From an optimization exercise on the open Yosys and OpenROAD flow, aimed at small area and a short achievable clock period; shortcuts taken in it are not production practice.

Setup of v6:
==> module HarmonicMean, before the edit <==
module HarmonicMean (
    input wire clk,
    input wire reset,
    input wire [15:0] data1,
    input wire [15:0] data2,
    input wire [15:0] data3,
    input wire [15:0] data4,
    input wire data_valid1,
    input wire data_valid2,
    input wire data_valid3,
    input wire data_valid4,
    output wire [15:0] harmonic_mean,
    output reg data_ready
);
wire [15:0] p12, p34, hm_num, hm_den;
hm_mul16lo u_m12 (.a(data1), .b(data2), .p(p12));
hm_mul16lo u_m34 (.a(data3), .b(data4), .p(p34));
hm_mul16lo u_mn (.a(p12), .b(p34), .p(hm_num));
hm_sum4 u_sum (.a(data1), .b(data2), .c(data3), .d(data4), .s(hm_den));
wire all_valid = data_valid1 & data_valid2 & data_valid3 & data_valid4;
wire [15:12] qa;
wire [15:0] a_r15;
hm_divrow #(.I(15)) u_a_row15 (.r(hm_num), .d(hm_den), .q(qa[15]), .rn(a_r15));
wire [15:0] a_r14;
hm_divrow #(.I(14)) u_a_row14 (.r(a_r15), .d(hm_den), .q(qa[14]), .rn(a_r14));
wire [15:0] a_r13;
hm_divrow #(.I(13)) u_a_row13 (.r(a_r14), .d(hm_den), .q(qa[13]), .rn(a_r13));
wire [15:0] a_r12;
hm_divrow #(.I(12)) u_a_row12 (.r(a_r13), .d(hm_den), .q(qa[12]), .rn(a_r12));
reg [15:0] rem_q;
reg [15:0] den_q;
reg [15:12] qhi_q;
always @(posedge clk or posedge reset) begin
    if (reset) begin
        rem_q <= 16'd0;
        den_q <= 16'd1;
        qhi_q <= 0;
        data_ready <= 1'b0;
    end else begin
        if (all_valid) begin
            rem_q <= a_r12;
            den_q <= hm_den;
            qhi_q <= qa;
        end
        data_ready <= all_valid;
    end
end
wire [11:0] qb;
wire [15:0] b_r11;
hm_divrow #(.I(11)) u_b_row11 (.r(rem_q), .d(den_q), .q(qb[11]), .rn(b_r11));
wire [15:0] b_r10;
hm_divrow #(.I(10)) u_b_row10 (.r(b_r11), .d(den_q), .q(qb[10]), .rn(b_r10));
wire [15:0] b_r9;
hm_divrow #(.I(9)) u_b_row9 (.r(b_r10), .d(den_q), .q(qb[9]), .rn(b_r9));
wire [15:0] b_r8;
hm_divrow #(.I(8)) u_b_row8 (.r(b_r9), .d(den_q), .q(qb[8]), .rn(b_r8));
wire [15:0] b_r7;
hm_divrow #(.I(7)) u_b_row7 (.r(b_r8), .d(den_q), .q(qb[7]), .rn(b_r7));
wire [15:0] b_r6;
hm_divrow #(.I(6)) u_b_row6 (.r(b_r7), .d(den_q), .q(qb[6]), .rn(b_r6));
wire [15:0] b_r5;
hm_divrow #(.I(5)) u_b_row5 (.r(b_r6), .d(den_q), .q(qb[5]), .rn(b_r5));
wire [15:0] b_r4;
hm_divrow #(.I(4)) u_b_row4 (.r(b_r5), .d(den_q), .q(qb[4]), .rn(b_r4));
wire [15:0] b_r3;
hm_divrow #(.I(3)) u_b_row3 (.r(b_r4), .d(den_q), .q(qb[3]), .rn(b_r3));
wire [15:0] b_r2;
hm_divrow #(.I(2)) u_b_row2 (.r(b_r3), .d(den_q), .q(qb[2]), .rn(b_r2));
wire [15:0] b_r1;
hm_divrow #(.I(1)) u_b_row1 (.r(b_r2), .d(den_q), .q(qb[1]), .rn(b_r1));
wire [15:0] b_r0;
hm_divrow #(.I(0)) u_b_row0 (.r(b_r1), .d(den_q), .q(qb[0]), .rn(b_r0));
assign harmonic_mean = {qhi_q, qb};
endmodule
Settings: LEC_CHECK=0, ABC_AREA=1, CAP_MARGIN=20, CORE_MARGIN=2, CORE_UTILIZATION=40, SLEW_MARGIN=20; clock period 56.0 ns.
standard.sh (not shown) runs the stock make flow with config.mk's settings and CLKGATE_MAP_FILE= SYNTH_SCRIPT=/design/flow/synth_recipe.tcl, a recipe that flattens the netlist after the stock synthesis.
==> flow/flow/run.sh <==
#!/bin/bash
# Standard synthesis, then full-adder polarity clean-up on its netlist, then the
# standard layout from that netlist. Each tool's output goes to its own log here.
set -euo pipefail
R=orfs/results/$FLOW_PLATFORM/HarmonicMean/base
bash standard.sh synth > synth.log 2>&1
cp $R/1_2_yosys.v 1_2_yosys.standard.v
python3 flow/fapol.py 1_2_yosys.standard.v $R/1_2_yosys.v > fapol.log 2>&1
bash standard.sh finish SETUP_SLACK_MARGIN=30 "BUFFER_PORTS_ARGS=-buffer_cell sky130_fd_sc_hd__buf_2" > layout.log 2>&1
Other scripts of this flow, unchanged in this note and not shown: flow/flow/fapol.py
Input changes introduced in v7 (baseline for comparison: v6):
--- a/flow/design.v
+++ b/flow/design.v
@@ -19,5 +19,5 @@
 hm_sum4 u_sum (.a(data1), .b(data2), .c(data3), .d(data4), .s(hm_den));
 wire all_valid = data_valid1 & data_valid2 & data_valid3 & data_valid4;
-wire [15:12] qa;
+wire [15:9] qa;
 wire [15:0] a_r15;
 hm_divrow #(.I(15)) u_a_row15 (.r(hm_num), .d(hm_den), .q(qa[15]), .rn(a_r15));
@@ -28,7 +28,13 @@
 wire [15:0] a_r12;
 hm_divrow #(.I(12)) u_a_row12 (.r(a_r13), .d(hm_den), .q(qa[12]), .rn(a_r12));
+wire [15:0] a_r11;
+hm_divrow #(.I(11)) u_a_row11 (.r(a_r12), .d(hm_den), .q(qa[11]), .rn(a_r11));
+wire [15:0] a_r10;
+hm_divrow #(.I(10)) u_a_row10 (.r(a_r11), .d(hm_den), .q(qa[10]), .rn(a_r10));
+wire [15:0] a_r9;
+hm_divrow #(.I(9)) u_a_row9 (.r(a_r10), .d(hm_den), .q(qa[9]), .rn(a_r9));
 reg [15:0] rem_q;
 reg [15:0] den_q;
-reg [15:12] qhi_q;
+reg [15:9] qhi_q;
 always @(posedge clk or posedge reset) begin
     if (reset) begin
@@ -39,5 +45,5 @@
     end else begin
         if (all_valid) begin
-            rem_q <= a_r12;
+            rem_q <= a_r9;
             den_q <= hm_den;
             qhi_q <= qa;
@@ -46,13 +52,7 @@
     end
 end
-wire [11:0] qb;
-wire [15:0] b_r11;
-hm_divrow #(.I(11)) u_b_row11 (.r(rem_q), .d(den_q), .q(qb[11]), .rn(b_r11));
-wire [15:0] b_r10;
-hm_divrow #(.I(10)) u_b_row10 (.r(b_r11), .d(den_q), .q(qb[10]), .rn(b_r10));
-wire [15:0] b_r9;
-hm_divrow #(.I(9)) u_b_row9 (.r(b_r10), .d(den_q), .q(qb[9]), .rn(b_r9));
+wire [8:0] qb;
 wire [15:0] b_r8;
-hm_divrow #(.I(8)) u_b_row8 (.r(b_r9), .d(den_q), .q(qb[8]), .rn(b_r8));
+hm_divrow #(.I(8)) u_b_row8 (.r(rem_q), .d(den_q), .q(qb[8]), .rn(b_r8));
 wire [15:0] b_r7;
 hm_divrow #(.I(7)) u_b_row7 (.r(b_r8), .d(den_q), .q(qb[7]), .rn(b_r7));
==> results.txt <==
Die area: v7 vs v6 down 0.55%. Changes observed in v7 relative to v6: non-clock buffer count shrank by 5; final cell count without fillers held steady. Between v7 and v6, the clock-buffer cell count is higher for v6. Least setup slack across all paths after layout (lower): v7. Maximum frequency deteriorates in v7 relative to v6. Any difference in cell count after synthesis between v6 and v7 is small enough to ignore. NOTE area of combinational cells with multiple inputs v6->v7 decreased slightly. The higher met2 layer usage reported by global route came out of v7. v6 has a higher per-instance average area after synthesis than v7.
Function was not checked in any run of this note: the RTL went through the layout flow alone.

## what the ideal ports hide
The flow's constraints put no driver on any port. The routed layouts listed below were extracted and timed again, unchanged, in two steps. Step 1, drivers: a clkbuf_16 drives clk and a buf_2 each remaining input, both assumed. Step 2 times the ports against the registers' clock, not the clock port: input delays grow and output delays shrink by t, the midpoint of the rising clock arrivals with the driver on. a / b / c = ideal / step 1 / step 2; a / b = the first two.
| run | t, ns | slack for setup (ns) | worst setup path after step 2 | slew at the worst register clock pin (ns) |
|---|---|---|---|---|
| v6 | 0.328 | 31.637 / 31.591 / 31.918 | register to output | 0.06 / 0.06 |
| v7 | 0.321 | 31.190 / 31.207 / 30.886 | input to register | 0.07 / 0.07 |
After both steps setup and hold are still met in every run listed. The setup slack of v7, which loses most, moves by +0.017 ns with the drivers and by -0.304 ns with both steps.
